Context: an optimization exercise on an open-source flow, tuned for small area and a short achievable clock period. The choices shown serve that exercise and are no tape-out recipe. No activity file was given, so power comes from the tool's default toggle rates.

Setup of run A:
## multiplier
module multiplier (
    input clk,
    input rst,
    input start,
    input [31:0] A,
    input [31:0] B,
    input [7:0] Physical_address_in,
    input [31:0] PC_in,
    output [63:0] Product,
    output reg done,
    output reg [7:0] Physical_address_out,
    output reg [31:0] PC_out
);
Size: roughly 32000 um^2 of cells after synthesis.
clock: 5.0 ns
lec_check: 0
cap_margin: 20
core_margin: 2
core_utilization: 40
setup_slack_margin: 1.0
slew_margin: 20
synth_hierarchical: 1
synth_minimum_keep_size: 0
run.sh (not shown) runs the stock make flow with config.mk's settings and CLKGATE_MAP_FILE= SYNTH_SCRIPT=/design/flow/synth_recipe.tcl, a recipe that flattens the netlist after the stock synthesis.
Modified inputs, run B compared to run A
- changing SETUP_SLACK_MARGIN from 1.0 to 0.5
Notes after the runs:
Routed wire in run B totals less than in run A.
Run B ran to completion and came out clean on the timing, design-rule and antenna checks.
Every stage of the flow completed for run A, and the final layout passed the timing, design-rule and antenna checks.
Compared with run A, placement density in the core of run B is lower.
Between run A and run B, the proportion of cell area spent on the clock network figures differ only marginally.
Sequential share of layout area (lower): run A
> inputs changed (run B -> run C)
- SETUP_SLACK_MARGIN changed from 0.5 to 1.0
==> flow/flow/run.sh (new file) <==
#!/bin/bash
# Layout flow: the standard ORFS flow (standard.sh) with extra ORFS
# settings read from flow/knobs.txt (one VAR=value per line).
set -euo pipefail
knobs=()
while IFS= read -r line; do
  [[ -z "$line" || "$line" == \#* ]] && continue
  knobs+=("$line")
done < flow/knobs.txt
bash standard.sh "${knobs[@]}" finish > standard.log 2>&1
==> flow/flow/knobs.txt (new file) <==
BUFFER_PORTS_ARGS=-buffer_cell sky130_fd_sc_hd__buf_4
==> flow/standard.sh (new file) <==
#!/bin/bash
# synth_recipe.tcl (not shown) runs the flow's synth.tcl, then flattens the netlist and writes it again
# the make line also repeats each setting of config.mk as NAME=value (left out here)
make -C /OpenROAD-flow-scripts/flow DESIGN_CONFIG=/design/flow/config.mk WORK_HOME=/design/flow/orfs CLKGATE_MAP_FILE= SYNTH_SCRIPT=/design/flow/synth_recipe.tcl "${@:-finish}"
removed: flow/run.sh
## What came out
- Of run C and run B, run B shows the higher global-route wire length before repair, with run C below it.
- Run C ended up with r23_1 as its capture point of the worst path; run B ended up with Product[57].
- Number of multi-input logic gates across run C and run B: no real change.
- Delta(part of the total power dissipated in combinational logic, run C - run B) < 0
Setup changes, run C to run D
- a change of SETUP_SLACK_MARGIN from 1.0 to 1.4
### Flow results
- Summary — count of fill cells added during filler insertion, run D relative to run C: lower, by 724.
- Lower core utilization was reported by run C, not run D.
- Relative to run C, the arrival time at the worst endpoint of run D is lower by 0.05 ns.
- Actual slew at the worst max-slew pin ended up 0.14 ns lower on run D than on run C.
- Maximum fanout along the worst path: run D < run C
- A launching instance or port of the critical path of B[6] is what run D shows, while B[0] belongs to run C.
- Max-slew violation total from the final report: run D vs run C identical
- Run D: all stages complete, timing, DRC and antenna checks passed
- Per the comparison of run D with run C, sequential share of cell area lost 1.1 points, count of final setup violators neither gained nor lost much, diode insertion count for antenna repair lost 1, minimum clock period after layout lost 0.085 ns.
- Run D vs run C on count of non-filler cells in the finished layout: run D is the higher one.
## Diff of input files: run E against run D
- SETUP_SLACK_MARGIN changed from 1.4 to 0.5
Notes after the runs:
- Run E ended with every stage complete and zero timing, DRC or antenna violations.
- In run E the sequential share of layout area turned out 1.5 points higher than in run D.
- In terms of horizontal die dimension, run E and run D differ only marginally.
- On number of placed cells counting well taps, run E and run D are basically level.
- Run E against run D; non-clock buffer count is down by more than a quarter.
No run of this note included a check of the RTL's function; only the layout flow was run.


Another version of the RTL of multiplier (not shown whole).
For scale: about 3600 cells after synthesis, about 210 I/O pins, about 34000 sq um of cells after synthesis.
Settings: LEC_CHECK=0, CAP_MARGIN=20, CORE_MARGIN=2, CORE_UTILIZATION=40, SETUP_SLACK_MARGIN=1.0, SLEW_MARGIN=20, SYNTH_HIERARCHICAL=1, SYNTH_MINIMUM_KEEP_SIZE=0; clock period 5.0 ns.
Stock flow here: none of the scripts above is used.
==> next run, changes <==
--- a/flow/config.mk
+++ b/flow/config.mk
@@ -10,3 +10,3 @@
 export CORE_UTILIZATION = 40
-export SETUP_SLACK_MARGIN = 1.0
+export SETUP_SLACK_MARGIN = 1.5
 export SLEW_MARGIN = 20
Routed wire length came out higher by 8.3%.
Core utilization came out higher by 6.8 points.
Via count came out higher by 6.3%.
Final cell count came out higher by 5.4%.
Hold slack loses 0.20 ns.
Clock power came out higher by about 4%.
==> next run, changes <==
--- a/flow/config.mk
+++ b/flow/config.mk
@@ -10,3 +10,3 @@
 export CORE_UTILIZATION = 40
-export SETUP_SLACK_MARGIN = 1.5
+export SETUP_SLACK_MARGIN = 0.5
 export SLEW_MARGIN = 20
Global-route usage shrinks by 3.6 points.
Wire length drops by 14%.
Synthesized cell count is unchanged.
Die area stays the same.
Via count goes down by about 9%.
Power came out lower by about 20%.
Combinational power goes down by about 20%.
==> next run, changes <==
==> flow/flow/run.sh (new file) <==
#!/bin/bash
# Layout flow: the standard ORFS flow (standard.sh) with extra ORFS
# settings read from flow/knobs.txt (one VAR=value per line).
set -euo pipefail
knobs=()
while IFS= read -r line; do
  [[ -z "$line" || "$line" == \#* ]] && continue
  knobs+=("$line")
done < flow/knobs.txt
bash standard.sh "${knobs[@]}" finish > standard.log 2>&1
==> flow/flow/knobs.txt (new file) <==
RECOVER_POWER=100
BUFFER_PORTS_ARGS=-buffer_cell sky130_fd_sc_hd__buf_2
==> flow/standard.sh (new file) <==
#!/bin/bash
# synth_recipe.tcl (not shown) runs the flow's synth.tcl, then flattens the netlist and writes it again
# the make line also repeats each setting of config.mk as NAME=value (left out here)
make -C /OpenROAD-flow-scripts/flow DESIGN_CONFIG=/design/flow/config.mk WORK_HOME=/design/flow/orfs CLKGATE_MAP_FILE= SYNTH_SCRIPT=/design/flow/synth_recipe.tcl "${@:-finish}"
--- a/flow/config.mk
+++ b/flow/config.mk
@@ -10,3 +10,3 @@
 export CORE_UTILIZATION = 40
-export SETUP_SLACK_MARGIN = 0.5
+export SETUP_SLACK_MARGIN = 1.0
 export SLEW_MARGIN = 20
removed: flow/run.sh
After rerunning: Via count grows by a few percent; critical path depth grows by 2; die area is unchanged.
Function was not checked in any run of this note: the RTL went through the layout flow alone.

what the ideal ports hide:
Ports are ideal in the flow. The routed layouts listed here were re-timed in OpenROAD. Step 1 (the two cells are an assumption about what drives the block):
set clk [get_ports {clk}]
set_driving_cell -lib_cell sky130_fd_sc_hd__clkbuf_16 $clk
set_driving_cell -lib_cell sky130_fd_sc_hd__buf_2 [delete_from_list [all_inputs] $clk]
Step 2 times the ports against the registers' clock, not the clock port: input delays grow and output delays shrink by t, the midpoint of the rising clock arrivals with the driver on. Three values: no drivers, after step 1, after step 2; two values: the first two.
run | t, ns | slack for setup (ns) | cell pins on the clock port's net
run A | 0.499 | 1.021 / 0.967 / 0.545 | 1
run B | 0.516 | 0.579 / 0.518 / 0.142 | 1
run C | 0.518 | 0.979 / 1.010 / 0.492 | 1
run D | 0.507 | 1.064 / 1.073 / 0.566 | 1
run E | 0.512 | 0.652 / 0.670 / 0.158 | 1
the first run of note 2 | 0.548 | 0.991 / 0.928 / 0.468 | 1
the second run of note 2 | 0.516 | 0.968 / 0.966 / 0.450 | 1
the third run of note 2 | 0.506 | 0.588 / 0.529 / 0.120 | 1
the fourth run of note 2 | 0.503 | 0.527 / 0.510 / 0.047 | 1
After both steps every run listed still meets setup and hold. For the first run of note 2, which loses most, drivers alone change the setup slack by -0.063 ns; drivers and shift together by -0.523 ns.
